This is an optimization exercise on Yosys and OpenROAD, whose aim is small area and a short achievable clock period, not a production implementation. Function was checked by simulation only, so behaviour that the tests miss may differ from the original.

$ cat design/flow/config.mk
export PLATFORM = sky130hd
export DESIGN_NAME = fsm_multiplier
export DESIGN_NICKNAME = fsm_multiplier
export VERILOG_FILES = /design/flow/design.v
export SDC_FILE = /design/flow/constraint.sdc
export NUM_CORES = 4
export LEC_CHECK = 0
export CAP_MARGIN = 20
export CORE_MARGIN = 2
export CORE_UTILIZATION = 55
export SLEW_MARGIN = 20
export SYNTH_HIERARCHICAL = 1
$ cat design/flow/constraint.sdc
create_clock -name core_clock -period 22.0 [get_ports {clk}]
set_input_delay 4.4000 -clock core_clock [delete_from_list [all_inputs] [get_ports {clk}]]
set_output_delay 4.4000 -clock core_clock [all_outputs]
set_load 0.01 [all_outputs]
$ cat design/flow/design.v
module dd_cell (input logic b, input logic m0, input logic m1, input logic m2, output logic n0, output logic n1, output logic n2, output logic c);
    logic w_new_n10, w_new_n12, w_new_n15, w_new_n9;
    g_o21a_1 u0 (.A1(m0), .B1(m2), .A2(b), .X(w_new_n9));
    g_nand2_1 u1 (.A(m0), .B(b), .Y(w_new_n10));
    g_o21ai_0 u2 (.A1(w_new_n10), .A2(m1), .B1(w_new_n9), .Y(n0));
    g_nor2_1 u3 (.A(m0), .B(b), .Y(w_new_n12));
    g_xnor2_1 u4 (.A(w_new_n12), .B(m2), .Y(n1));
    g_o21ai_0 u5 (.A1(m1), .A2(b), .B1(w_new_n10), .Y(n2));
    g_nor2_1 u6 (.A(m2), .B(b), .Y(w_new_n15));
    g_nor2_1 u7 (.A(w_new_n15), .B(m1), .Y(c));
endmodule
module dd_cell_a (input logic b, input logic m0, input logic m1, input logic m2, output logic n0, output logic n1, output logic n2, output logic c);
    logic w_new_n10, w_new_n11, w_new_n12, w_new_n14, w_new_n9;
    g_inv_1 u0 (.A(m2), .Y(w_new_n9));
    g_nor2_1 u1 (.A(m0), .B(b), .Y(w_new_n10));
    g_nor2_1 u2 (.A(w_new_n10), .B(w_new_n9), .Y(w_new_n11));
    g_nand2_1 u3 (.A(m0), .B(b), .Y(w_new_n12));
    g_o21ai_0 u4 (.A1(w_new_n12), .A2(m1), .B1(w_new_n11), .Y(n0));
    g_and2_0 u5 (.A(w_new_n10), .B(w_new_n9), .X(w_new_n14));
    g_nor2_1 u6 (.A(w_new_n14), .B(w_new_n11), .Y(n1));
    g_o21ai_0 u7 (.A1(m1), .A2(b), .B1(w_new_n12), .Y(n2));
    g_nor2_1 u8 (.A(w_new_n14), .B(m1), .Y(c));
endmodule
module dd_cell_nc (input logic b, input logic m0, input logic m1, input logic m2, output logic n0, output logic n1, output logic n2);
    logic w_new_n11, w_new_n8, w_new_n9;
    g_o21a_1 u0 (.A1(m0), .B1(m2), .A2(b), .X(w_new_n8));
    g_nand2_1 u1 (.A(m0), .B(b), .Y(w_new_n9));
    g_o21ai_0 u2 (.A1(w_new_n9), .A2(m1), .B1(w_new_n8), .Y(n0));
    g_nor2_1 u3 (.A(m0), .B(b), .Y(w_new_n11));
    g_xnor2_1 u4 (.A(w_new_n11), .B(m2), .Y(n1));
    g_o21ai_0 u5 (.A1(m1), .A2(b), .B1(w_new_n9), .Y(n2));
endmodule
module dd_first_en (input logic x0, input logic x1, input logic x2, input logic en, output logic n0, output logic n1, output logic n2, output logic c);
    logic w_new_n10, w_new_n12, w_new_n14, w_new_n9;
    g_nand2b_1 u0 (.A_N(x0), .B(x2), .Y(w_new_n9));
    g_and2_0 u1 (.A(w_new_n9), .B(x1), .X(w_new_n10));
    g_nand2_1 u2 (.A(w_new_n10), .B(en), .Y(n0));
    g_nor2_1 u3 (.A(w_new_n9), .B(x1), .Y(w_new_n12));
    g_o21ai_0 u4 (.A1(w_new_n12), .A2(w_new_n10), .B1(en), .Y(n1));
    g_xor2_1 u5 (.A(x2), .B(x0), .X(w_new_n14));
    g_and2_0 u6 (.A(w_new_n14), .B(en), .X(n2));
    g_o211a_1 u7 (.A1(x1), .B1(en), .C1(x2), .A2(x0), .X(c));
endmodule
module dd_first (input logic x0, input logic x1, input logic x2, output logic n0, output logic n1, output logic n2, output logic c);
    logic w_new_n8;
    g_nand2b_1 u0 (.A_N(x0), .B(x2), .Y(w_new_n8));
    g_nand2_1 u1 (.A(w_new_n8), .B(x1), .Y(n0));
    g_xor2_1 u2 (.A(w_new_n8), .B(x1), .X(n1));
    g_xor2_1 u3 (.A(x2), .B(x0), .X(n2));
    g_o21a_1 u4 (.A1(x1), .B1(x2), .A2(x0), .X(c));
endmodule
module dd_first_nc (input logic x0, input logic x1, input logic x2, output logic n0, output logic n1, output logic n2);
    logic w_new_n7;
    g_nand2b_1 u0 (.A_N(x0), .B(x2), .Y(w_new_n7));
    g_nand2_1 u1 (.A(w_new_n7), .B(x1), .Y(n0));
    g_xor2_1 u2 (.A(w_new_n7), .B(x1), .X(n1));
    g_xor2_1 u3 (.A(x2), .B(x0), .X(n2));
endmodule
module dd_conv16 (
    input  logic [15:0] x,
    input  logic nx,          
    input  logic [2:0] xs,    
    input  logic xs_en,       
    output logic [11:0] m,    
    output logic [3:0] b      
);
    logic nxn;
    assign nxn = ~nx;
    logic [2:0] m1; logic c2;
    dd_first u_m1 (.x0(x[13]), .x1(x[14]), .x2(x[15]), .n0(m1[0]), .n1(m1[1]), .n2(m1[2]), .c(c2));
    logic [2:0] m3; logic c4;
    dd_cell_a u_m3 (.b(x[12]), .m0(m1[0]), .m1(m1[1]), .m2(m1[2]), .n0(m3[0]), .n1(m3[1]), .n2(m3[2]), .c(c4));
    logic [2:0] m5; logic c6;
    dd_cell_a u_m5 (.b(x[11]), .m0(m3[0]), .m1(m3[1]), .m2(m3[2]), .n0(m5[0]), .n1(m5[1]), .n2(m5[2]), .c(c6));
    logic [2:0] m7; logic c8;
    dd_cell_a u_m7 (.b(x[10]), .m0(m5[0]), .m1(m5[1]), .m2(m5[2]), .n0(m7[0]), .n1(m7[1]), .n2(m7[2]), .c(c8));
    logic [2:0] m9; logic c10;
    dd_first u_m9 (.x0(c6), .x1(c4), .x2(c2), .n0(m9[0]), .n1(m9[1]), .n2(m9[2]), .c(c10));
    logic [2:0] m11; logic c12;
    dd_cell_a u_m11 (.b(x[9]), .m0(m7[0]), .m1(m7[1]), .m2(m7[2]), .n0(m11[0]), .n1(m11[1]), .n2(m11[2]), .c(c12));
    logic [2:0] m13; logic c14;
    dd_cell_a u_m13 (.b(c8), .m0(m9[0]), .m1(m9[1]), .m2(m9[2]), .n0(m13[0]), .n1(m13[1]), .n2(m13[2]), .c(c14));
    logic [2:0] m15; logic c16;
    dd_cell_a u_m15 (.b(x[8]), .m0(m11[0]), .m1(m11[1]), .m2(m11[2]), .n0(m15[0]), .n1(m15[1]), .n2(m15[2]), .c(c16));
    logic [2:0] m17; logic c18;
    dd_cell_a u_m17 (.b(c12), .m0(m13[0]), .m1(m13[1]), .m2(m13[2]), .n0(m17[0]), .n1(m17[1]), .n2(m17[2]), .c(c18));
    logic [2:0] m19; logic c20;
    dd_cell_a u_m19 (.b(x[7]), .m0(m15[0]), .m1(m15[1]), .m2(m15[2]), .n0(m19[0]), .n1(m19[1]), .n2(m19[2]), .c(c20));
    logic [2:0] m21; logic c22;
    dd_first_en u_m21 (.x0(xs[0]), .x1(xs[1]), .x2(xs[2]), .en(xs_en), .n0(m21[0]), .n1(m21[1]), .n2(m21[2]), .c(c22));
    logic [2:0] m23; logic c24;
    mux_cell u_m23_0 (.s(nx), .sn(nxn), .a(m19[0]), .b(m21[0]), .y(m23[0]));
    mux_cell u_m23_1 (.s(nx), .sn(nxn), .a(m19[1]), .b(m21[1]), .y(m23[1]));
    mux_cell u_m23_2 (.s(nx), .sn(nxn), .a(m19[2]), .b(m21[2]), .y(m23[2]));
    mux_cell u_c24 (.s(nx), .sn(nxn), .a(c20), .b(c22), .y(c24));
    logic [2:0] m25; logic c26;
    dd_cell_a u_m25 (.b(c16), .m0(m17[0]), .m1(m17[1]), .m2(m17[2]), .n0(m25[0]), .n1(m25[1]), .n2(m25[2]), .c(c26));
    logic [2:0] m27; logic c28;
    dd_first u_m27 (.x0(c18), .x1(c14), .x2(c10), .n0(m27[0]), .n1(m27[1]), .n2(m27[2]), .c(c28));
    logic [2:0] m29; logic c30;
    dd_cell u_m29 (.b(x[6]), .m0(m23[0]), .m1(m23[1]), .m2(m23[2]), .n0(m29[0]), .n1(m29[1]), .n2(m29[2]), .c(c30));
    logic [2:0] m31; logic c32;
    dd_cell u_m31 (.b(c24), .m0(m25[0]), .m1(m25[1]), .m2(m25[2]), .n0(m31[0]), .n1(m31[1]), .n2(m31[2]), .c(c32));
    logic [2:0] m33; logic c34;
    dd_cell_a u_m33 (.b(c26), .m0(m27[0]), .m1(m27[1]), .m2(m27[2]), .n0(m33[0]), .n1(m33[1]), .n2(m33[2]), .c(c34));
    logic [2:0] m35; logic c36;
    dd_cell u_m35 (.b(x[5]), .m0(m29[0]), .m1(m29[1]), .m2(m29[2]), .n0(m35[0]), .n1(m35[1]), .n2(m35[2]), .c(c36));
    logic [2:0] m37; logic c38;
    dd_cell u_m37 (.b(c30), .m0(m31[0]), .m1(m31[1]), .m2(m31[2]), .n0(m37[0]), .n1(m37[1]), .n2(m37[2]), .c(c38));
    logic [2:0] m39; logic c40;
    dd_cell u_m39 (.b(c32), .m0(m33[0]), .m1(m33[1]), .m2(m33[2]), .n0(m39[0]), .n1(m39[1]), .n2(m39[2]), .c(c40));
    logic [2:0] m41; logic c42;
    dd_cell u_m41 (.b(x[4]), .m0(m35[0]), .m1(m35[1]), .m2(m35[2]), .n0(m41[0]), .n1(m41[1]), .n2(m41[2]), .c(c42));
    logic [2:0] m43; logic c44;
    dd_cell u_m43 (.b(c36), .m0(m37[0]), .m1(m37[1]), .m2(m37[2]), .n0(m43[0]), .n1(m43[1]), .n2(m43[2]), .c(c44));
    logic [2:0] m45; logic c46;
    dd_cell u_m45 (.b(c38), .m0(m39[0]), .m1(m39[1]), .m2(m39[2]), .n0(m45[0]), .n1(m45[1]), .n2(m45[2]), .c(c46));
    logic [2:0] m47;
    dd_first_nc u_m47 (.x0(c40), .x1(c34), .x2(c28), .n0(m47[0]), .n1(m47[1]), .n2(m47[2]));
    logic [2:0] m48; logic c49;
    dd_cell u_m48 (.b(x[3]), .m0(m41[0]), .m1(m41[1]), .m2(m41[2]), .n0(m48[0]), .n1(m48[1]), .n2(m48[2]), .c(c49));
    logic [2:0] m50; logic c51;
    dd_cell u_m50 (.b(c42), .m0(m43[0]), .m1(m43[1]), .m2(m43[2]), .n0(m50[0]), .n1(m50[1]), .n2(m50[2]), .c(c51));
    logic [2:0] m52; logic c53;
    dd_cell u_m52 (.b(c44), .m0(m45[0]), .m1(m45[1]), .m2(m45[2]), .n0(m52[0]), .n1(m52[1]), .n2(m52[2]), .c(c53));
    logic [2:0] m54;
    dd_cell_nc u_m54 (.b(c46), .m0(m47[0]), .m1(m47[1]), .m2(m47[2]), .n0(m54[0]), .n1(m54[1]), .n2(m54[2]));
    logic [2:0] m55; logic c56;
    dd_cell u_m55 (.b(x[2]), .m0(m48[0]), .m1(m48[1]), .m2(m48[2]), .n0(m55[0]), .n1(m55[1]), .n2(m55[2]), .c(c56));
    logic [2:0] m57; logic c58;
    dd_cell u_m57 (.b(c49), .m0(m50[0]), .m1(m50[1]), .m2(m50[2]), .n0(m57[0]), .n1(m57[1]), .n2(m57[2]), .c(c58));
    logic [2:0] m59; logic c60;
    dd_cell u_m59 (.b(c51), .m0(m52[0]), .m1(m52[1]), .m2(m52[2]), .n0(m59[0]), .n1(m59[1]), .n2(m59[2]), .c(c60));
    logic [2:0] m61;
    dd_cell_nc u_m61 (.b(c53), .m0(m54[0]), .m1(m54[1]), .m2(m54[2]), .n0(m61[0]), .n1(m61[1]), .n2(m61[2]));
    logic [2:0] m62; logic c63;
    dd_cell u_m62 (.b(x[1]), .m0(m55[0]), .m1(m55[1]), .m2(m55[2]), .n0(m62[0]), .n1(m62[1]), .n2(m62[2]), .c(c63));
    logic [2:0] m64; logic c65;
    dd_cell u_m64 (.b(c56), .m0(m57[0]), .m1(m57[1]), .m2(m57[2]), .n0(m64[0]), .n1(m64[1]), .n2(m64[2]), .c(c65));
    logic [2:0] m66; logic c67;
    dd_cell u_m66 (.b(c58), .m0(m59[0]), .m1(m59[1]), .m2(m59[2]), .n0(m66[0]), .n1(m66[1]), .n2(m66[2]), .c(c67));
    logic [2:0] m68;
    dd_cell_nc u_m68 (.b(c60), .m0(m61[0]), .m1(m61[1]), .m2(m61[2]), .n0(m68[0]), .n1(m68[1]), .n2(m68[2]));
    assign m[2:0] = m62;
    assign b[0] = x[0];
    assign m[5:3] = m64;
    assign b[1] = c63;
    assign m[8:6] = m66;
    assign b[2] = c65;
    assign m[11:9] = m68;
    assign b[3] = c67;
endmodule
module mul16 (
    input  logic [9:0]  an,     
    input  logic        one,    
    input  logic [9:0]  b,
    output logic [15:0] pn      
);
    logic [9:0] ae;
    assign ae[0] = one | ~an[0];
    assign ae[9:1] = {9{~one}} & ~an[9:1];
    logic [4:0] d1, d2, d3;
    genvar gk;
    generate for (gk = 0; gk < 5; gk = gk + 1) begin : g_dig
        assign d1[gk] = b[2*gk] & ~b[2*gk+1];
        assign d2[gk] = ~b[2*gk] & b[2*gk+1];
        assign d3[gk] = b[2*gk] & b[2*gk+1];
    end endgenerate
    logic [11:0] t;
    logic [11:1] tc;
    assign t[0] = ae[0];
    ha_cell u_t1 (.a(ae[1]), .b(ae[0]), .s(t[1]), .co(tc[2]));
    fa_cell u_t2 (.a(ae[2]), .b(ae[1]), .c(tc[2]), .s(t[2]), .co(tc[3]));
    fa_cell u_t3 (.a(ae[3]), .b(ae[2]), .c(tc[3]), .s(t[3]), .co(tc[4]));
    fa_cell u_t4 (.a(ae[4]), .b(ae[3]), .c(tc[4]), .s(t[4]), .co(tc[5]));
    fa_cell u_t5 (.a(ae[5]), .b(ae[4]), .c(tc[5]), .s(t[5]), .co(tc[6]));
    fa_cell u_t6 (.a(ae[6]), .b(ae[5]), .c(tc[6]), .s(t[6]), .co(tc[7]));
    fa_cell u_t7 (.a(ae[7]), .b(ae[6]), .c(tc[7]), .s(t[7]), .co(tc[8]));
    fa_cell u_t8 (.a(ae[8]), .b(ae[7]), .c(tc[8]), .s(t[8]), .co(tc[9]));
    fa_cell u_t9 (.a(ae[9]), .b(ae[8]), .c(tc[9]), .s(t[9]), .co(tc[10]));
    ha_cell u_t10 (.a(ae[9]), .b(tc[10]), .s(t[10]), .co(t[11]));
    logic ppn_0_0;
    nand_cell u_ppn_0_0 (.a(b[0]), .b(ae[0]), .y(ppn_0_0));
    logic ppn_0_1;
    pp3_cell u_ppn_0_1 (.s1(d1[0]), .x1(ae[1]), .s2(d2[0]), .x2(ae[0]), .s3(d3[0]), .x3(t[1]), .yn(ppn_0_1));
    logic ppn_0_2;
    pp3_cell u_ppn_0_2 (.s1(d1[0]), .x1(ae[2]), .s2(d2[0]), .x2(ae[1]), .s3(d3[0]), .x3(t[2]), .yn(ppn_0_2));
    logic ppn_0_3;
    pp3_cell u_ppn_0_3 (.s1(d1[0]), .x1(ae[3]), .s2(d2[0]), .x2(ae[2]), .s3(d3[0]), .x3(t[3]), .yn(ppn_0_3));
    logic ppn_0_4;
    pp3_cell u_ppn_0_4 (.s1(d1[0]), .x1(ae[4]), .s2(d2[0]), .x2(ae[3]), .s3(d3[0]), .x3(t[4]), .yn(ppn_0_4));
    logic ppn_0_5;
    pp3_cell u_ppn_0_5 (.s1(d1[0]), .x1(ae[5]), .s2(d2[0]), .x2(ae[4]), .s3(d3[0]), .x3(t[5]), .yn(ppn_0_5));
    logic ppn_0_6;
    pp3_cell u_ppn_0_6 (.s1(d1[0]), .x1(ae[6]), .s2(d2[0]), .x2(ae[5]), .s3(d3[0]), .x3(t[6]), .yn(ppn_0_6));
    logic ppn_0_7;
    pp3_cell u_ppn_0_7 (.s1(d1[0]), .x1(ae[7]), .s2(d2[0]), .x2(ae[6]), .s3(d3[0]), .x3(t[7]), .yn(ppn_0_7));
    logic ppn_0_8;
    pp3_cell u_ppn_0_8 (.s1(d1[0]), .x1(ae[8]), .s2(d2[0]), .x2(ae[7]), .s3(d3[0]), .x3(t[8]), .yn(ppn_0_8));
    logic ppn_0_9;
    pp3_cell u_ppn_0_9 (.s1(d1[0]), .x1(ae[9]), .s2(d2[0]), .x2(ae[8]), .s3(d3[0]), .x3(t[9]), .yn(ppn_0_9));
    logic ppn_0_10;
    pp2_cell u_ppn_0_10 (.s1(d2[0]), .x1(ae[9]), .s2(d3[0]), .x2(t[10]), .yn(ppn_0_10));
    logic ppn_0_11;
    nand_cell u_ppn_0_11 (.a(d3[0]), .b(t[11]), .y(ppn_0_11));
    logic ppn_1_0;
    nand_cell u_ppn_1_0 (.a(b[2]), .b(ae[0]), .y(ppn_1_0));
    logic ppn_1_1;
    pp3_cell u_ppn_1_1 (.s1(d1[1]), .x1(ae[1]), .s2(d2[1]), .x2(ae[0]), .s3(d3[1]), .x3(t[1]), .yn(ppn_1_1));
    logic ppn_1_2;
    pp3_cell u_ppn_1_2 (.s1(d1[1]), .x1(ae[2]), .s2(d2[1]), .x2(ae[1]), .s3(d3[1]), .x3(t[2]), .yn(ppn_1_2));
    logic ppn_1_3;
    pp3_cell u_ppn_1_3 (.s1(d1[1]), .x1(ae[3]), .s2(d2[1]), .x2(ae[2]), .s3(d3[1]), .x3(t[3]), .yn(ppn_1_3));
    logic ppn_1_4;
    pp3_cell u_ppn_1_4 (.s1(d1[1]), .x1(ae[4]), .s2(d2[1]), .x2(ae[3]), .s3(d3[1]), .x3(t[4]), .yn(ppn_1_4));
    logic ppn_1_5;
    pp3_cell u_ppn_1_5 (.s1(d1[1]), .x1(ae[5]), .s2(d2[1]), .x2(ae[4]), .s3(d3[1]), .x3(t[5]), .yn(ppn_1_5));
    logic ppn_1_6;
    pp3_cell u_ppn_1_6 (.s1(d1[1]), .x1(ae[6]), .s2(d2[1]), .x2(ae[5]), .s3(d3[1]), .x3(t[6]), .yn(ppn_1_6));
    logic ppn_1_7;
    pp3_cell u_ppn_1_7 (.s1(d1[1]), .x1(ae[7]), .s2(d2[1]), .x2(ae[6]), .s3(d3[1]), .x3(t[7]), .yn(ppn_1_7));
    logic ppn_1_8;
    pp3_cell u_ppn_1_8 (.s1(d1[1]), .x1(ae[8]), .s2(d2[1]), .x2(ae[7]), .s3(d3[1]), .x3(t[8]), .yn(ppn_1_8));
    logic ppn_1_9;
    pp3_cell u_ppn_1_9 (.s1(d1[1]), .x1(ae[9]), .s2(d2[1]), .x2(ae[8]), .s3(d3[1]), .x3(t[9]), .yn(ppn_1_9));
    logic ppn_1_10;
    pp2_cell u_ppn_1_10 (.s1(d2[1]), .x1(ae[9]), .s2(d3[1]), .x2(t[10]), .yn(ppn_1_10));
    logic ppn_1_11;
    nand_cell u_ppn_1_11 (.a(d3[1]), .b(t[11]), .y(ppn_1_11));
    logic ppn_2_0;
    nand_cell u_ppn_2_0 (.a(b[4]), .b(ae[0]), .y(ppn_2_0));
    logic ppn_2_1;
    pp3_cell u_ppn_2_1 (.s1(d1[2]), .x1(ae[1]), .s2(d2[2]), .x2(ae[0]), .s3(d3[2]), .x3(t[1]), .yn(ppn_2_1));
    logic ppn_2_2;
    pp3_cell u_ppn_2_2 (.s1(d1[2]), .x1(ae[2]), .s2(d2[2]), .x2(ae[1]), .s3(d3[2]), .x3(t[2]), .yn(ppn_2_2));
    logic ppn_2_3;
    pp3_cell u_ppn_2_3 (.s1(d1[2]), .x1(ae[3]), .s2(d2[2]), .x2(ae[2]), .s3(d3[2]), .x3(t[3]), .yn(ppn_2_3));
    logic ppn_2_4;
    pp3_cell u_ppn_2_4 (.s1(d1[2]), .x1(ae[4]), .s2(d2[2]), .x2(ae[3]), .s3(d3[2]), .x3(t[4]), .yn(ppn_2_4));
    logic ppn_2_5;
    pp3_cell u_ppn_2_5 (.s1(d1[2]), .x1(ae[5]), .s2(d2[2]), .x2(ae[4]), .s3(d3[2]), .x3(t[5]), .yn(ppn_2_5));
    logic ppn_2_6;
    pp3_cell u_ppn_2_6 (.s1(d1[2]), .x1(ae[6]), .s2(d2[2]), .x2(ae[5]), .s3(d3[2]), .x3(t[6]), .yn(ppn_2_6));
    logic ppn_2_7;
    pp3_cell u_ppn_2_7 (.s1(d1[2]), .x1(ae[7]), .s2(d2[2]), .x2(ae[6]), .s3(d3[2]), .x3(t[7]), .yn(ppn_2_7));
    logic ppn_2_8;
    pp3_cell u_ppn_2_8 (.s1(d1[2]), .x1(ae[8]), .s2(d2[2]), .x2(ae[7]), .s3(d3[2]), .x3(t[8]), .yn(ppn_2_8));
    logic ppn_2_9;
    pp3_cell u_ppn_2_9 (.s1(d1[2]), .x1(ae[9]), .s2(d2[2]), .x2(ae[8]), .s3(d3[2]), .x3(t[9]), .yn(ppn_2_9));
    logic ppn_2_10;
    pp2_cell u_ppn_2_10 (.s1(d2[2]), .x1(ae[9]), .s2(d3[2]), .x2(t[10]), .yn(ppn_2_10));
    logic ppn_2_11;
    nand_cell u_ppn_2_11 (.a(d3[2]), .b(t[11]), .y(ppn_2_11));
    logic ppn_3_0;
    nand_cell u_ppn_3_0 (.a(b[6]), .b(ae[0]), .y(ppn_3_0));
    logic ppn_3_1;
    pp3_cell u_ppn_3_1 (.s1(d1[3]), .x1(ae[1]), .s2(d2[3]), .x2(ae[0]), .s3(d3[3]), .x3(t[1]), .yn(ppn_3_1));
    logic ppn_3_2;
    pp3_cell u_ppn_3_2 (.s1(d1[3]), .x1(ae[2]), .s2(d2[3]), .x2(ae[1]), .s3(d3[3]), .x3(t[2]), .yn(ppn_3_2));
    logic ppn_3_3;
    pp3_cell u_ppn_3_3 (.s1(d1[3]), .x1(ae[3]), .s2(d2[3]), .x2(ae[2]), .s3(d3[3]), .x3(t[3]), .yn(ppn_3_3));
    logic ppn_3_4;
    pp3_cell u_ppn_3_4 (.s1(d1[3]), .x1(ae[4]), .s2(d2[3]), .x2(ae[3]), .s3(d3[3]), .x3(t[4]), .yn(ppn_3_4));
    logic ppn_3_5;
    pp3_cell u_ppn_3_5 (.s1(d1[3]), .x1(ae[5]), .s2(d2[3]), .x2(ae[4]), .s3(d3[3]), .x3(t[5]), .yn(ppn_3_5));
    logic ppn_3_6;
    pp3_cell u_ppn_3_6 (.s1(d1[3]), .x1(ae[6]), .s2(d2[3]), .x2(ae[5]), .s3(d3[3]), .x3(t[6]), .yn(ppn_3_6));
    logic ppn_3_7;
    pp3_cell u_ppn_3_7 (.s1(d1[3]), .x1(ae[7]), .s2(d2[3]), .x2(ae[6]), .s3(d3[3]), .x3(t[7]), .yn(ppn_3_7));
    logic ppn_3_8;
    pp3_cell u_ppn_3_8 (.s1(d1[3]), .x1(ae[8]), .s2(d2[3]), .x2(ae[7]), .s3(d3[3]), .x3(t[8]), .yn(ppn_3_8));
    logic ppn_3_9;
    pp3_cell u_ppn_3_9 (.s1(d1[3]), .x1(ae[9]), .s2(d2[3]), .x2(ae[8]), .s3(d3[3]), .x3(t[9]), .yn(ppn_3_9));
    logic ppn_4_0;
    nand_cell u_ppn_4_0 (.a(b[8]), .b(ae[0]), .y(ppn_4_0));
    logic ppn_4_1;
    pp3_cell u_ppn_4_1 (.s1(d1[4]), .x1(ae[1]), .s2(d2[4]), .x2(ae[0]), .s3(d3[4]), .x3(t[1]), .yn(ppn_4_1));
    logic ppn_4_2;
    pp3_cell u_ppn_4_2 (.s1(d1[4]), .x1(ae[2]), .s2(d2[4]), .x2(ae[1]), .s3(d3[4]), .x3(t[2]), .yn(ppn_4_2));
    logic ppn_4_3;
    pp3_cell u_ppn_4_3 (.s1(d1[4]), .x1(ae[3]), .s2(d2[4]), .x2(ae[2]), .s3(d3[4]), .x3(t[3]), .yn(ppn_4_3));
    logic ppn_4_4;
    pp3_cell u_ppn_4_4 (.s1(d1[4]), .x1(ae[4]), .s2(d2[4]), .x2(ae[3]), .s3(d3[4]), .x3(t[4]), .yn(ppn_4_4));
    logic ppn_4_5;
    pp3_cell u_ppn_4_5 (.s1(d1[4]), .x1(ae[5]), .s2(d2[4]), .x2(ae[4]), .s3(d3[4]), .x3(t[5]), .yn(ppn_4_5));
    logic ppn_4_6;
    pp3_cell u_ppn_4_6 (.s1(d1[4]), .x1(ae[6]), .s2(d2[4]), .x2(ae[5]), .s3(d3[4]), .x3(t[6]), .yn(ppn_4_6));
    logic ppn_4_7;
    pp3_cell u_ppn_4_7 (.s1(d1[4]), .x1(ae[7]), .s2(d2[4]), .x2(ae[6]), .s3(d3[4]), .x3(t[7]), .yn(ppn_4_7));
    logic s1, s2;
    xnor_cell u_s1 (.a(ppn_0_8), .b(ppn_1_6), .y(s1));
    or_cell u_s2 (.a(ppn_0_8), .b(ppn_1_6), .y(s2));
    logic s3, s4;
    fa_cell u_s3 (.a(ppn_0_9), .b(ppn_1_7), .c(ppn_2_5), .s(s3), .co(s4));
    logic s5, s6;
    fa_cell u_s5 (.a(ppn_0_10), .b(ppn_1_8), .c(ppn_2_6), .s(s5), .co(s6));
    logic s7, s8;
    fa_cell u_s7 (.a(ppn_0_11), .b(ppn_1_9), .c(ppn_2_7), .s(s7), .co(s8));
    logic s9, s10;
    xnor_cell u_s9 (.a(ppn_1_10), .b(ppn_2_8), .y(s9));
    or_cell u_s10 (.a(ppn_1_10), .b(ppn_2_8), .y(s10));
    logic s11, s12;
    xnor_cell u_s11 (.a(ppn_1_11), .b(ppn_2_9), .y(s11));
    or_cell u_s12 (.a(ppn_1_11), .b(ppn_2_9), .y(s12));
    logic s13, s14;
    xnor_cell u_s13 (.a(ppn_0_6), .b(ppn_1_4), .y(s13));
    or_cell u_s14 (.a(ppn_0_6), .b(ppn_1_4), .y(s14));
    logic s15, s16;
    fa_cell u_s15 (.a(ppn_0_7), .b(ppn_1_5), .c(ppn_2_3), .s(s15), .co(s16));
    logic s17, s18;
    fa_cell u_s17 (.a(s1), .b(ppn_2_4), .c(ppn_3_2), .s(s17), .co(s18));
    logic s19, s20;
    fa_cell u_s19 (.a(s3), .b(ppn_3_3), .c(ppn_4_1), .s(s19), .co(s20));
    logic s21, s22;
    fa_cell u_s21 (.a(s5), .b(ppn_3_4), .c(ppn_4_2), .s(s21), .co(s22));
    logic s23, s24;
    fa_cell u_s23 (.a(s7), .b(ppn_3_5), .c(ppn_4_3), .s(s23), .co(s24));
    logic s25, s26;
    fa_cell u_s25 (.a(s9), .b(ppn_3_6), .c(ppn_4_4), .s(s25), .co(s26));
    logic s27, s28;
    fa_cell u_s27 (.a(s11), .b(ppn_3_7), .c(ppn_4_5), .s(s27), .co(s28));
    logic s29, s30;
    fa_cell u_s29 (.a(ppn_2_10), .b(ppn_3_8), .c(ppn_4_6), .s(s29), .co(s30));
    logic s31, s32;
    xnor_cell u_s31 (.a(ppn_0_4), .b(ppn_1_2), .y(s31));
    or_cell u_s32 (.a(ppn_0_4), .b(ppn_1_2), .y(s32));
    logic s33, s34;
    fa_cell u_s33 (.a(ppn_0_5), .b(ppn_1_3), .c(ppn_2_1), .s(s33), .co(s34));
    logic s35, s36;
    fa_cell u_s35 (.a(s13), .b(ppn_2_2), .c(ppn_3_0), .s(s35), .co(s36));
    logic s37, s38;
    fa_cell u_s37 (.a(s15), .b(ppn_3_1), .c(s14), .s(s37), .co(s38));
    logic s39, s40;
    fa_cell u_s39 (.a(s17), .b(ppn_4_0), .c(s16), .s(s39), .co(s40));
    logic s41, s42;
    fa_cell u_s41 (.a(s19), .b(s2), .c(s18), .s(s41), .co(s42));
    logic s43, s44;
    fa_cell u_s43 (.a(s21), .b(s4), .c(s20), .s(s43), .co(s44));
    logic s45, s46;
    fa_cell u_s45 (.a(s23), .b(s6), .c(s22), .s(s45), .co(s46));
    logic s47, s48;
    fa_cell u_s47 (.a(s25), .b(s8), .c(s24), .s(s47), .co(s48));
    logic s49, s50;
    fa_cell u_s49 (.a(s27), .b(s10), .c(s26), .s(s49), .co(s50));
    logic s51, s52;
    fa_cell u_s51 (.a(s29), .b(s12), .c(s28), .s(s51), .co(s52));
    logic s53, s54;
    xnor_cell u_s53 (.a(ppn_0_2), .b(ppn_1_0), .y(s53));
    or_cell u_s54 (.a(ppn_0_2), .b(ppn_1_0), .y(s54));
    logic s55, s56;
    fa_cell u_s55 (.a(ppn_0_3), .b(ppn_1_1), .c(s54), .s(s55), .co(s56));
    logic s57, s58;
    fa_cell u_s57 (.a(s31), .b(ppn_2_0), .c(s56), .s(s57), .co(s58));
    logic s59, s60;
    fa_cell u_s59 (.a(s33), .b(s32), .c(s58), .s(s59), .co(s60));
    logic s61, s62;
    fa_cell u_s61 (.a(s35), .b(s34), .c(s60), .s(s61), .co(s62));
    logic s63, s64;
    fa_cell u_s63 (.a(s37), .b(s36), .c(s62), .s(s63), .co(s64));
    logic s65, s66;
    fa_cell u_s65 (.a(s39), .b(s38), .c(s64), .s(s65), .co(s66));
    logic s67, s68;
    fa_cell u_s67 (.a(s41), .b(s40), .c(s66), .s(s67), .co(s68));
    logic s69, s70;
    fa_cell u_s69 (.a(s43), .b(s42), .c(s68), .s(s69), .co(s70));
    logic s71, s72;
    fa_cell u_s71 (.a(s45), .b(s44), .c(s70), .s(s71), .co(s72));
    logic s73, s74;
    fa_cell u_s73 (.a(s47), .b(s46), .c(s72), .s(s73), .co(s74));
    logic s75, s76;
    fa_cell u_s75 (.a(s49), .b(s48), .c(s74), .s(s75), .co(s76));
    logic s77, s78;
    fa_cell u_s77 (.a(s51), .b(s50), .c(s76), .s(s77), .co(s78));
    logic s79;
    xnor_cell u_s79 (.a(ppn_2_11), .b(ppn_3_9), .y(s79));
    logic s80;
    xnor_cell u_s80 (.a(s79), .b(ppn_4_7), .y(s80));
    logic s81;
    xnor_cell u_s81 (.a(s80), .b(s30), .y(s81));
    logic s82;
    xnor_cell u_s82 (.a(s81), .b(s52), .y(s82));
    logic s83;
    xnor_cell u_s83 (.a(s82), .b(s78), .y(s83));
    assign pn[0] = ppn_0_0;
    assign pn[1] = ppn_0_1;
    assign pn[2] = s53;
    assign pn[3] = s55;
    assign pn[4] = s57;
    assign pn[5] = s59;
    assign pn[6] = s61;
    assign pn[7] = s63;
    assign pn[8] = s65;
    assign pn[9] = s67;
    assign pn[10] = s69;
    assign pn[11] = s71;
    assign pn[12] = s73;
    assign pn[13] = s75;
    assign pn[14] = s77;
    assign pn[15] = s83;
endmodule
module fa_cell (input logic a, input logic b, input logic c, output logic s, output logic co);
    assign s = a ^ b ^ c;
    assign co = (a & b) | (a & c) | (b & c);
endmodule
module ha_cell (input logic a, input logic b, output logic s, output logic co);
    assign s = a ^ b;
    assign co = a & b;
endmodule
module xnor_cell (input logic a, input logic b, output logic y);
    assign y = ~(a ^ b);
endmodule
module or_cell (input logic a, input logic b, output logic y);
    assign y = a | b;
endmodule
module nand_cell (input logic a, input logic b, output logic y);
    assign y = ~(a & b);
endmodule
module pp3_cell (input logic s1, input logic x1, input logic s2, input logic x2, input logic s3, input logic x3, output logic yn);
    assign yn = ~((s1 & x1) | (s2 & x2) | (s3 & x3));
endmodule
module pp2_cell (input logic s1, input logic x1, input logic s2, input logic x2, output logic yn);
    assign yn = ~((s1 & x1) | (s2 & x2));
endmodule
module mux_cell (input logic s, input logic sn, input logic a, input logic b, output logic y);
    assign y = (s & a) | (sn & b);
endmodule
module seven_seg_display_driver (input logic b, input logic m0, input logic m1, input logic m2, output logic s0, output logic s1, output logic s2, output logic s3, output logic s4, output logic s5, output logic s6);
    logic w_new_n12, w_new_n14, w_new_n16, w_new_n18, w_new_n19, w_new_n22;
    g_xor2_1 u0 (.A(m1), .B(b), .X(w_new_n12));
    g_nor2_1 u1 (.A(w_new_n12), .B(m2), .Y(s0));
    g_xnor2_1 u2 (.A(m2), .B(b), .Y(w_new_n14));
    g_nor2_1 u3 (.A(w_new_n14), .B(m0), .Y(s1));
    g_inv_1 u4 (.A(b), .Y(w_new_n16));
    g_and3_1 u5 (.A(m2), .B(m1), .C(w_new_n16), .X(s2));
    g_inv_1 u6 (.A(m0), .Y(w_new_n18));
    g_nand3_1 u7 (.A(m2), .B(w_new_n18), .C(b), .Y(w_new_n19));
    g_o21ai_0 u8 (.A1(w_new_n12), .A2(m2), .B1(w_new_n19), .Y(s3));
    g_o21ai_0 u9 (.A1(m2), .A2(m1), .B1(w_new_n16), .Y(s4));
    g_o21ai_0 u10 (.A1(m2), .A2(b), .B1(m1), .Y(w_new_n22));
    g_nand2_1 u11 (.A(w_new_n22), .B(w_new_n19), .Y(s5));
    g_o21ai_0 u12 (.A1(m2), .A2(w_new_n18), .B1(w_new_n19), .Y(s6));
endmodule
module g_o21a_1 (input logic A1, input logic A2, input logic B1, output logic X);
    assign X = (A1&B1) | (A2&B1);
endmodule
module g_nand2_1 (input logic A, input logic B, output logic Y);
    assign Y = (~A) | (~B);
endmodule
module g_o21ai_0 (input logic A1, input logic A2, input logic B1, output logic Y);
    assign Y = (~A1&~A2) | (~B1);
endmodule
module g_nor2_1 (input logic A, input logic B, output logic Y);
    assign Y = (~A&~B);
endmodule
module g_xnor2_1 (input logic A, input logic B, output logic Y);
    assign Y = (~A&~B) | (A&B);
endmodule
module g_inv_1 (input logic A, output logic Y);
    assign Y = (~A);
endmodule
module g_and2_0 (input logic A, input logic B, output logic X);
    assign X = (A&B);
endmodule
module g_nand2b_1 (input logic A_N, input logic B, input logic A, input logic C, output logic Y);
    assign Y = (A_N) | (~B);
endmodule
module g_xor2_1 (input logic A, input logic B, output logic X);
    assign X = (A&~B) | (~A&B);
endmodule
module g_o211a_1 (input logic A1, input logic A2, input logic B1, input logic C1, output logic X);
    assign X = (A1&B1&C1) | (A2&B1&C1);
endmodule
module g_and3_1 (input logic A, input logic B, input logic C, output logic X);
    assign X = (A&B&C);
endmodule
module g_nand3_1 (input logic A, input logic B, input logic C, output logic Y);
    assign Y = (~A) | (~B) | (~C);
endmodule
module fsm_multiplier (
    input wire clk,
    input wire k0,
    input wire k1,
    input wire [9:0] switches,
    output wire [6:0] disp0,
    output wire [6:0] disp1,
    output wire [6:0] disp2,
    output wire [6:0] disp3,
    output reg [9:0] leds
);
    localparam logic [1:0] IDLE = 2'd0, FIRST_NUM = 2'd1, NEXT_NUM = 2'd2, ERROR = 2'd3;
    logic [1:0] pr_state;
    logic prev_k0, prev_k1, k0pressed, k1pressed;
    logic [15:0] num;    
    wire is_idle  = ~pr_state[1] & ~pr_state[0];
    wire is_first = ~pr_state[1] &  pr_state[0];
    wire is_next  =  pr_state[1] & ~pr_state[0];
    wire is_err   =  pr_state[1] &  pr_state[0];
    wire [15:0] r = ~num;
    wire over = r[15] | r[14] | (r[13] & (r[12] | r[11] | (r[10] & r[9] & r[8] & (r[7] | r[6] | r[5] | r[4]))));
    wire [15:0] prodn;
    mul16 u_mul (.an(num[9:0]), .one(is_idle), .b(switches), .pn(prodn));
    always_ff @(posedge clk) begin
        k0pressed <= prev_k0 & ~k0;
        k1pressed <= prev_k1 & ~k1;
        prev_k0 <= k0;
        prev_k1 <= k1;
        if (k1pressed)                          pr_state <= IDLE;
        else if (is_idle & k0pressed)           pr_state <= FIRST_NUM;
        else if (is_first & k0pressed)          pr_state <= NEXT_NUM;
        else if (is_next & over)                pr_state <= ERROR;
        if (is_idle | (is_first & k0pressed)) num <= prodn;
    end
    wire idle_or_err;
    xnor_cell u_led0 (.a(pr_state[1]), .b(pr_state[0]), .y(idle_or_err));
    always_comb begin
        leds[0] = idle_or_err;
        leds[1] = pr_state[0];
        leds[2] = pr_state[1];
        leds[9:3] = {7{is_err}};
    end
    wire sel_sw = ~pr_state[1];
    wire [15:0] x = ({16{is_next}} & ~num) | {9'd0, {7{sel_sw}} & switches[6:0]};
    wire [11:0] m;
    wire [3:0]  b;
    dd_conv16 u_dd (.x(x), .nx(is_next), .xs(switches[9:7]), .xs_en(sel_sw), .m(m), .b(b));
    seven_seg_display_driver hex0 (.b(b[0]), .m0(m[0]),  .m1(m[1]),  .m2(m[2]),  .s0(disp0[0]), .s1(disp0[1]), .s2(disp0[2]), .s3(disp0[3]), .s4(disp0[4]), .s5(disp0[5]), .s6(disp0[6]));
    seven_seg_display_driver hex1 (.b(b[1]), .m0(m[3]),  .m1(m[4]),  .m2(m[5]),  .s0(disp1[0]), .s1(disp1[1]), .s2(disp1[2]), .s3(disp1[3]), .s4(disp1[4]), .s5(disp1[5]), .s6(disp1[6]));
    seven_seg_display_driver hex2 (.b(b[2]), .m0(m[6]),  .m1(m[7]),  .m2(m[8]),  .s0(disp2[0]), .s1(disp2[1]), .s2(disp2[2]), .s3(disp2[3]), .s4(disp2[4]), .s5(disp2[5]), .s6(disp2[6]));
    seven_seg_display_driver hex3 (.b(b[3]), .m0(m[9]),  .m1(m[10]), .m2(m[11]), .s0(disp3[0]), .s1(disp3[1]), .s2(disp3[2]), .s3(disp3[3]), .s4(disp3[4]), .s5(disp3[5]), .s6(disp3[6]));
endmodule
$ cat design/flow/flow/run.sh
#!/bin/bash
set -euo pipefail
export BUFFER_PORTS_ARGS="-buffer_cell sky130_fd_sc_hd__buf_2"
export SETUP_SLACK_MARGIN=9.5
bash standard.sh > standard.log 2>&1
$ cat design/flow/standard.sh
#!/bin/bash
# synth_recipe.tcl (not shown) runs the flow's synth.tcl, then flattens the netlist and writes it again
# the make line also repeats each setting of config.mk as NAME=value (left out here)
make -C /OpenROAD-flow-scripts/flow DESIGN_CONFIG=/design/flow/config.mk WORK_HOME=/design/flow/orfs CLKGATE_MAP_FILE= SYNTH_SCRIPT=/design/flow/synth_recipe.tcl "${@:-finish}"
==> results of run 1 <==
[registers in the layout (all words and copies together) (netlist names)]
name and flops:
num 16, pr_state 2, k0pressed 1, k1pressed 1, prev_k0 1, prev_k1 1
[layout make-up]
class	instances	area (um2)
Timing Repair Buffer	58	310.3
Tap cell	102	127.6
Fill cell	716	3078
Inverter	22	82.58
Multi-Input combinational cell	480	3462
Clock buffer	4	66.31
Sequential cell	22	600.6
[Yosys cell counts (all sizes together)]
master	count	area [um2]
dfxtp	6	120.1
nand2	48	180.2
nand4	1	6.260
o211a	1	10.01
o21a	23	172.7
a22oi	3	37.54
a22o	4	35.03
ha	2	25.02
nor4	1	21.27
fa	41	820.8
a222oi	43	430.4
xnor2	37	324.1
o21ai	77	385.4
and2	18	112.6
nor2b	12	75.07
buf	31	237.7
a2111oi	1	27.53
a21oi	3	15.01
or2	6	37.54
inv	22	82.58
o2bb2ai	7	61.31
edfxtp	16	480.5
nor2	123	461.7
a211oi	1	12.51
xor2	13	113.9
and3	4	25.02
nand2b	7	51.30
nand3	4	20.02
[Yosys stat by module, one instance, submodules excluded, excerpt]
module	cell area, um2	times used
g_and2_0	6.256	12
g_nand2b_1	6.256	5
g_and3_1	6.256	4
g_xnor2_1	8.758	24
fsm_multiplier	910.9	1
g_o211a_1	10.01	1
ha_cell	12.51	2
g_nand3_1	5.005	4
g_o21a_1	7.507	23
g_xor2_1	8.758	13
or_cell	6.256	6
mux_cell	8.758	4
dd_conv16	33.78	1
pp2_cell	12.51	3
pp3_cell	10.01	43
[layer usage]
layer / vias to the layer above / GRT usage, % / part of all wire (%)
li1: 2040 / - / -
met1: 1847 / 33.75 / 45
met2: 146 / 42.39 / 47
met3: 8 / 2.659 / 7.2
met4: 0 / 5.637 / 0.85
met5: - / 0 / 0
[cell families after synthesis]
logic type | synth area share, %
buf+inv | 7.308
simple gates | 22.61
xor+xnor | 9.991
flops | 13.70
fa+ha+maj | 19.30
compound gates | 27.09
[final timing paths]
check | depth (start not counted) | startpoint | slack (ns) | end
setup / recovery | 20 | switches[7] | 10.00 | disp0[3]
hold / removal | 1 | k1pressed$_DFF_P_ | 0.44 | pr_state[0]$_SDFFE_PP0P_
setup reg to reg | 22 | pr_state[0]$_SDFFE_PP0P_ | 12.30 | num[15]$_DFFE_PP_
hold reg to reg | 1 | k1pressed$_DFF_P_ | 0.44 | pr_state[0]$_SDFFE_PP0P_
[metrics by stage]
stage          cells  instance area (um2)
6_report         688                 4649
3_5_place_dp     684                 4583
4_1_cts          688                 4649
3_3_place_gp     684                 4583
2_1_floorplan    555                 4383
5_1_grt          688                 4649
==> results.txt, run 1 <==
run status finished clean; Rel. slew slack a little over a third; Crit path required time about 18 ns; detailed-route via count slightly above 4,000; RSZ-0062 raised after global routing no; Iter 0 DRT Violations about 370; Clk pin slew, worst setup/hold paths ~0.090 ns; crit-path max FO 8; Netlist cell types 32; nets about 640; cell family with most CP delay compound AO/OA/AOI/OAI gates; YS warnings 7; max cap viols 0; # clock sinks 22; routability congestion estimate ~0.95; Skew-Pair Late Insertion Delay 0.27 ns; # Post-CTS Setup Buffers 0; post-CTS sizing 0; Syn Std Cell Area 4383 um2; commonest cells after routing, fill and taps aside nor2_1, o21ai_1, buf_2, nand2_1, a222oi_1; DP Worst Slack ~10 ns; crit-path cells buf_2, nand2b_1, and2_1, nand2_1, a22o_1, o21a_1, o21ai_1, nand2_1, o21ai_1, nand2_1, o21ai_1, nand2_1, o21ai_1, nand2_1, o21ai_1, nand2_1, o21ai_1, nand3_1, o21ai_1, buf_2; GRT overflow 0; Synth Register Bits 22; critical path arrival 7.60 ns; H-Tree Depth 1; most common cell after layout, fill and taps aside nor2_1; CP Launch Type primary input; setup slack after layout 10.00 ns; final WL about 10,000 um; area delta synth->final 6.081%; Min Hold Slack 0.4357 ns; CP endpoint kind output port; Ports 51; full die area around 8700 um2; Synth Instances around 560; port buffer count 50; gr usage total roughly a quarter; Slew @ Worst Pin between 0.9 and 1 ns; TritonCTS Buffers 3; syn avg cell area a little under 8 um2; Seq/Total Area, Yosys between 10% and 20%; Final min period about 12 ns; cell mode on critical path o21ai_1; Post-route DRC 0; Final period util 54.53%; Routed Antenna Nets 0; Tightest Hold Check Type reg2reg; Layout Skew 0.006990 ns; largest net degree at the start of global routing 19; Max Buffers Root-to-Sink 2; setup tns final 0 ns; Detailed Routing Iterations Pass 1 10; Final Hold Fails 0; Worst Path Buf+Inv 2; vias per cell around 6; number of global-route vias before repair roughly 3,800; Starting Density a little under three fifths; share of cells above drive strength 1 a little under an eighth; final core occ 60.17%; endpoints failing setup 0; Core Area between 7000 and 8000 um2; diode count 0; slowest CP cell o21ai_1; Slew Viols, Final 0; fmax 83.35 MHz; Detail Placement HPWL approximately 8100 um; hold_buf cts 0; floorplan row count 32; critical path's largest stage delay 0.31 ns; die span in x around 93 um; Avg WL per Cell about 15 um; root buf cell clkbuf_8; initial antenna violation count 0; kind of critical path in2out; first-pass GRT wire length around 17,000 um; syn_nets about 610; CTS tree built; DIE HEIGHT between 90 and 100 um
==> inputs of run 2 (changes only) <==
--- a/design/flow/config.mk
+++ b/design/flow/config.mk
@@ -8,5 +8,5 @@
 export CAP_MARGIN = 20
 export CORE_MARGIN = 2
-export CORE_UTILIZATION = 55
+export CORE_UTILIZATION = 65
 export SLEW_MARGIN = 20
 export SYNTH_HIERARCHICAL = 1
==> run 2 against run 1 <==
Synthesized area did not move; highest routed layer unchanged; cell count down 4.2%; critical endpoint unchanged; critical path type unchanged; critical path depth stayed put.
==> results.txt, run 2 <==
run status finished clean (unchanged); final core occ 71.44% (was 60.17%); full die area 7416 um2 (was 8699 um2); YS warnings 7 (unchanged); Slew Viols, Final 0 (unchanged); Starting Density 68.24% (was 56.72%); placed inst area 4522 um2 (was 4583 um2); Tightest Hold Check Type reg2reg (unchanged); Skew-Pair Late Insertion Delay 0.27 ns (about the same); number of global-route vias before repair 3,832 (was 3,808); Iter 0 DRT Violations 629 (was 365); RSZ-0062 raised after global routing no (unchanged); CTS tree built (unchanged); Seq/Total Area, Yosys 13.70% (unchanged); Syn Std Cell Area 4383 um2 (unchanged); Final Hold Fails 0 (unchanged); post-synth top area share 18.73% (unchanged); port buffer count 50 (unchanged); area delta synth->final 4.682% (was 6.081%); ys flop type edfxtp_1 (unchanged); # clock sinks 22 (unchanged); Most Crowded Layer GR met2 (unchanged); Final period util 54.47% (was 54.53%); critical path arrival 7.58 ns (was 7.60 ns); detailed-route via count 4,184 (was 4,041); Post-synth ARST share 0% (unchanged); Largest Register num (unchanged); TritonCTS Buffers 3 (unchanged); floorplan row count 29 (was 32); Post-route DRC 0 (unchanged); first-pass GRT wire length 17,190 um (was 17,470 um); root buf cell clkbuf_8 (unchanged); met2 GRT Util 50.11% (was 42.39%); dominant cell by count in the synthesized netlist nor2_1 (unchanged); Netlist cell types 32 (unchanged); share of cells above drive strength 1 11.34% (was 11.95%); Clk pin slew, worst setup/hold paths 0.08 ns (was 0.09 ns); Design Area, Final 4588 um2 (was 4649 um2); vias per cell 6.349 (was 5.874); CP Launch Type primary input (unchanged); largest net degree at the start of global routing 19 (unchanged); flop2flop setup slack 12.20 ns (was 12.30 ns); Rel. slew slack 27.43% (was 35.23%); nets 639 (was 643); number of flip-flops in the largest register 16 (unchanged); Detail Placement HPWL 8002 um (was 8086 um); setup tns final 0 ns (unchanged); syn_nets 611 (unchanged); most common cell after layout, fill and taps aside nor2_1 (unchanged); CP endpoint kind output port (unchanged); largest registers num: 16 flops, pr_state: 2 flops (unchanged); max cap viols 0 (unchanged); GRT overflow 0 (unchanged); # Post-CTS Setup Buffers 0 (unchanged); syn avg cell area 7.897 um2 (unchanged); fmax 83.45 MHz (was 83.35 MHz); gr usage total 28.37% (was 24.73%); Synth area leaders fa_1, edfxtp_1, nor2_1 (unchanged); cell taking the most area after synthesis fa_1 (unchanged); Final min period 11.98 ns (was 12.00 ns); Crit path required time 17.60 ns (about the same); H-Tree Depth 1 (unchanged); Avg WL per Cell 15.15 um (was 14.85 um); Max Buffers Root-to-Sink 2 (unchanged); DIE HEIGHT 86.12 um (was 93.27 um); post-CTS sizing 0 (unchanged); Commonest cells post-synth nor2_1, o21ai_1, nand2_1 (unchanged); Synth Instances 555 (unchanged); kind of critical path in2out (unchanged); Detailed Routing Iterations Pass 1 12 (was 10); endpoints failing setup 0 (unchanged); die span in x 86.12 um (was 93.27 um); crit-path max FO 8 (unchanged); diode count 0 (unchanged); initial antenna violation count 0 (unchanged); final WL 9983 um (was 10,220 um); hold_buf cts 0 (unchanged); met3 usage 4.139% (was 2.659%); Synth Register Bits 22 (unchanged); Slew @ Worst Pin 1.085 ns (was 0.9695 ns); Ports 51 (unchanged); Min Hold Slack 0.4493 ns (was 0.4357 ns); routability congestion estimate 0.9460 (unchanged); EDFF count, synth 16 (unchanged); Layout Skew 0.006867 ns (was 0.006990 ns); Routed Antenna Nets 0 (unchanged); Core Area 6422 um2 (was 7727 um2); fillers 516 (was 716); M1 GR Usage 36.41% (was 33.75%); commonest cells after routing, fill and taps aside nor2_1, o21ai_1, buf_2, nand2_1, a222oi_1 (unchanged)
[run 2: metal layers]
| layer | share of wire [%] | vias to the layer above | routed length, um |
|---|---|---|---|
| met5 | 0 | - | 0 |
| met4 | 2.7 | 0 | 266 |
| met3 | 9.1 | 24 | 907 |
| met2 | 48 | 218 | 4806 |
| met1 | 40 | 1916 | 4003 |
| li1 | - | 2026 | - |
[run 2: kinds of logic (layout without fill, tap and decap cells)]
kind of cell | after synthesis | after routing | synth area share, %
flip-flops | 22 | 22 | 13.70
AO/OA/AOI/OAI | 163 | 163 | 27.09
buffers and inverters | 53 | 80 | 7.308
adder cells (fa/ha/maj) | 43 | 43 | 19.30
AND/OR/NAND/NOR | 224 | 224 | 22.61
XOR/XNOR | 50 | 50 | 9.991
[run 2: worst max-delay path: stages]
cell      delay (ns)
buf_2           0.13
nand2b_1        0.18
and2_1          0.17
nand2_1         0.07
a22o_1          0.22
o21a_1          0.19
o21ai_1         0.12
nand2_1         0.10
o21ai_1         0.21
nand2_1         0.10
o21ai_1         0.21
nand2_1         0.10
o21ai_1         0.21
nand2_1         0.10
o21ai_1         0.22
nand2_1         0.10
o21ai_1         0.30
nand3_1         0.20
o21ai_1         0.12
buf_2           0.14
[run 2: metrics by stage]
stage | cells | worst slack (ns)
after floorplan | 555 | 10.68
final | 659 | 10.02
after global placement | 655 | 10.23
after detailed placement | 655 | 10.04
after CTS | 659 | 10.04
after global routing | 659 | 9.559
[run 2: area by class of cell]
class	count	area (um2)	area share, %
well taps	77	96.34	2.100
inverters	22	82.58	1.800
repair buffers	54	280.3	6.109
flip-flops and latches	22	600.6	13.09
clock buffers	4	66.31	1.445
multi-input cells	480	3462	75.46
[run 2: final timing paths]
kind                                          startpoint                 to  cells past startpoint
worst min register to register           prev_k0$_DFF_P_  k0pressed$_DFF_P_                      1
worst max register to register  pr_state[0]$_SDFFE_PP0P_  num[15]$_DFFE_PP_                     22
worst min-delay path                     prev_k0$_DFF_P_  k0pressed$_DFF_P_                      1
worst max-delay path                         switches[7]           disp0[3]                     20
[run 2: per-module statistics from Yosys, one instance, submodules excluded, a selection]
module | cell area (um2) | copies in the design | cells inside
g_xnor2_1 | 8.758 | 24 | 1
fa_cell | 20.02 | 41 | 1
xnor_cell | 8.758 | 12 | 1
g_and3_1 | 6.256 | 4 | 1
fsm_multiplier | 910.9 | 1 | 66
g_and2_0 | 6.256 | 12 | 1
==> inputs of run 3 (changes only) <==
--- a/design/flow/config.mk
+++ b/design/flow/config.mk
@@ -7,6 +7,8 @@
 export LEC_CHECK = 0
 export CAP_MARGIN = 20
+export CELL_PAD_IN_SITES_DETAIL_PLACEMENT = 1
+export CELL_PAD_IN_SITES_GLOBAL_PLACEMENT = 1
 export CORE_MARGIN = 2
-export CORE_UTILIZATION = 65
+export CORE_UTILIZATION = 60
 export SLEW_MARGIN = 20
 export SYNTH_HIERARCHICAL = 1
==> run 3 against run 2 <==
Clock skew down 0.0047 ns; die area up 7.9%; register-to-register slack worse by 0.43 ns; core utilization down 6.5 points; routed wire length up 42%; cell area up 1.5%; first-iteration DRC count up 7.5%; critical path depth unchanged; clock-buffer cell count unchanged; highest routed layer unchanged; critical path type unchanged; flip-flop and latch count unchanged.
==> results.txt, run 3 <==
first-pass GRT wire length 21,950 um (was 17,190 um); routability congestion estimate 0.9562 (was 0.9460); final core occ 64.92% (was 71.44%); Final Hold Fails 0 (unchanged); critical path's largest stage delay 0.26 ns (was 0.30 ns); Seq/Total Area, Yosys 13.70% (unchanged); EDFF count, synth 16 (unchanged); diode count 0 (unchanged); slowest CP cell o21ai_1 (unchanged); Routed Antenna Nets 0 (unchanged); most common cell after layout, fill and taps aside nor2_1 (unchanged); number of global-route vias before repair 4,651 (was 3,832); TritonCTS Buffers 3 (unchanged); floorplan row count 31 (was 29); Synth area leaders fa_1, edfxtp_1, nor2_1 (unchanged); Ports 51 (unchanged); endpoints failing setup 0 (unchanged); Final min period 12.25 ns (was 11.98 ns); Max Buffers Root-to-Sink 2 (unchanged); RSZ-0062 raised after global routing no (unchanged); die span in x 89.47 um (was 86.12 um); Largest Register num (unchanged); hold_buf cts 0 (unchanged); DP Worst Slack 9.767 ns (was 10.04 ns); run status finished clean (unchanged); critical path arrival 7.85 ns (was 7.58 ns); Detailed Routing Iterations Pass 1 12 (unchanged); port buffer count 50 (unchanged); final WL 14,170 um (was 9983 um); Synth Instances 555 (unchanged); crit-path cells buf_2, nand2b_1, and2_1, nand2_1, a22o_1, o21a_1, o21ai_1, nand2_1, o21ai_1, nand2_1, o21ai_1, nand2_1, o21ai_1, nand2_1, o21ai_1, nor2_1, xnor2_2, xor2_1, o21ai_1, buf_2 (was buf_2, nand2b_1, and2_1, nand2_1, a22o_1, o21a_1, o21ai_1, nand2_1, o21ai_1, nand2_1, o21ai_1, nand2_1, o21ai_1, nand2_1, o21ai_1, nand2_1, o21ai_1, nand3_1, o21ai_1, buf_2); H-Tree Depth 1 (unchanged); Clk pin slew, worst setup/hold paths 0.09 ns (was 0.08 ns); initial antenna violation count 0 (unchanged); area delta synth->final 6.280% (was 4.682%); Post-route DRC 0 (unchanged); full die area 8005 um2 (was 7416 um2); Commonest cells post-synth nor2_1, o21ai_1, nand2_1 (unchanged); ys flop type edfxtp_1 (unchanged); CP Launch Type primary input (unchanged); GRT overflow 0 (unchanged); commonest cells after routing, fill and taps aside nor2_1, o21ai_1, buf_2, nand2_1, a222oi_1 (unchanged); vias per cell 6.744 (was 6.349); Tightest Hold Check Type reg2reg (unchanged); kind of critical path in2out (unchanged); dominant cell by count in the synthesized netlist nor2_1 (unchanged); CP endpoint kind output port (unchanged); CTS tree built (unchanged); setup slack after layout 9.749 ns (was 10.02 ns); Crit path required time 17.60 ns (about the same); Post-synth ARST share 0% (unchanged); post-synth top area share 18.73% (unchanged); YS warnings 7 (unchanged); gr usage total 35.69% (was 28.37%); Skew-Pair Late Insertion Delay 0.27 ns (about the same); share of cells above drive strength 1 13.23% (was 11.34%); cell taking the most area after synthesis fa_1 (unchanged); DIE HEIGHT 89.47 um (was 86.12 um); Min Hold Slack 0.4503 ns (was 0.4493 ns); number of flip-flops in the largest register 16 (unchanged); cell family with most CP delay compound AO/OA/AOI/OAI gates (unchanged); Slew Viols, Final 0 (unchanged); fillers 896 (was 516); Iter 0 DRT Violations 676 (was 629); max cap viols 0 (unchanged); syn avg cell area 7.897 um2 (unchanged); Syn Std Cell Area 4383 um2 (unchanged); post-CTS sizing 0 (unchanged); crit-path max FO 6 (was 8); syn_nets 611 (unchanged); nets 639 (unchanged); Starting Density 61.08% (was 68.24%); detailed-route via count 4,593 (was 4,184); Worst Path Buf+Inv 2 (unchanged); cell mode on critical path o21ai_1 (unchanged); setup tns final 0 ns (unchanged); # clock sinks 22 (unchanged); Slew @ Worst Pin 1.131 ns (was 1.085 ns); largest registers num: 16 flops, pr_state: 2 flops (unchanged); Netlist cell types 32 (unchanged); Rel. slew slack 24.29% (was 27.43%); root buf cell clkbuf_8 (unchanged); Core Area 7176 um2 (was 6422 um2); Final period util 55.69% (was 54.47%); Detail Placement HPWL 10,940 um (was 8002 um); Synth Register Bits 22 (unchanged); Avg WL per Cell 20.81 um (was 15.15 um); # Post-CTS Setup Buffers 0 (unchanged); Layout Skew 0.002215 ns (was 0.006867 ns); fmax 81.63 MHz (was 83.45 MHz); largest net degree at the start of global routing 19 (unchanged)
run 3: changes by cell type in the layout (fill, tap and decap cells not counted):
cell,delta
nor2_1,-5
nor2_2,+5
o21ai_1,-4
o21ai_2,+4
xnor2_1,-2
xnor2_2,+2
run 3: modules after synthesis (local to each module, per instance), a selection:
module,flops+latches,cells inside,times used,cell area (um2)
g_nand2_1,0,1,39,3.754
mul16,0,42,1,272.8
g_xor2_1,0,1,13,8.758
g_nor2_1,0,1,103,3.754
g_nand2b_1,0,1,5,6.256
fa_cell,0,1,41,20.02
pp2_cell,0,1,3,12.51
mux_cell,0,1,4,8.758
run 3: metrics by stage:
stage / instances / area (um2)
4_1_cts: 681 / 4616
5_1_grt: 681 / 4658
3_5_place_dp: 677 / 4549
6_report: 681 / 4658
3_3_place_gp: 677 / 4549
2_1_floorplan: 555 / 4383
run 3: kinds of logic after synthesis:
logic type | count (synthesis) | share of synthesized area, %
AO/OA/AOI/OAI | 163 | 27.09
XOR/XNOR | 50 | 9.991
adder cells (fa/ha/maj) | 43 | 19.30
buffers and inverters | 53 | 7.308
flip-flops | 22 | 13.70
AND/OR/NAND/NOR | 224 | 22.61
run 3: path summary, 6_finish.rpt:
check,from,endpoint,slack (ns),cells past startpoint
worst max-delay path,switches[7],disp0[3],9.75,20
worst min register to register,prev_k0$_DFF_P_,k0pressed$_DFF_P_,0.45,1
worst max register to register,pr_state[1]$_SDFFE_PP0P_,num[15]$_DFFE_PP_,11.77,22
worst min-delay path,prev_k0$_DFF_P_,k0pressed$_DFF_P_,0.45,1
run 3: final cells by class:
class                      count  area, um2  share of cell area (%)
tap                           99      123.9                   2.659
clock buffer                   4      66.31                   1.424
inverter                      22      82.58                   1.773
sequential                    22      600.6                   12.89
multi-input combinational    480       3505                   75.23
timing repair buffer          54      280.3                   6.017
run 3: worst reg2reg max path, stage by stage (launching register included):
cell and delay, ns:
dfxtp_1 0.40, nor2_1 0.70, nor2_1 0.45, ha_1 0.35, fa_1 0.41, fa_1 0.43
fa_1 0.42, fa_1 0.41, fa_1 0.39, fa_1 0.40, fa_1 0.54, a222oi_1 0.59
xnor2_1 0.24, fa_1 0.60, fa_1 0.57, fa_1 0.49, fa_1 0.44, fa_1 0.43
fa_1 0.41, fa_1 0.40, fa_1 0.40, fa_1 0.39, xnor2_1 0.14
run 3: per-layer routing:
metal | routed length, um | GRT usage, % | vias to the layer above | part of all wire (%)
met5 | 0 | 0 | - | 0
met2 | 7338 | 66.67 | 266 | 52
met4 | 790 | 17.91 | 0 | 5.6
met3 | 980 | 5.725 | 84 | 6.9
li1 | - | - | 2035 | -
met1 | 5064 | 38.65 | 2208 | 36

-- afterwards: timing with drivers on the ports --
In the flow no input, the clock included, has a driving cell. The finished layouts below were timed again as built, in two steps. Step 1 (the two cells are an assumption about what drives the block):
set clk [get_ports {clk}]
set_driving_cell -lib_cell sky130_fd_sc_hd__clkbuf_16 $clk
set_driving_cell -lib_cell sky130_fd_sc_hd__buf_2 [delete_from_list [all_inputs] $clk]
Step 2 moves the port delays by t, midway between the first and last clock arrival at a register: inputs arrive t later, outputs are due t later. That takes back most of the time a late clock gives input paths. a / b / c = ideal / step 1 / step 2; a / b = the first two.
run	shift t [ns]	setup slack, ns	clock arrival spread, ns
run 1	0.295	10.003 / 9.979 / 9.979	0.007 / 0.007
run 2	0.290	10.017 / 9.989 / 9.989	0.007 / 0.007
run 3	0.296	9.749 / 9.727 / 9.727	0.002 / 0.002
After both steps setup and hold are still met in every run listed. For run 2, which loses most, drivers alone change the setup slack by -0.028 ns; drivers and shift together by -0.028 ns.
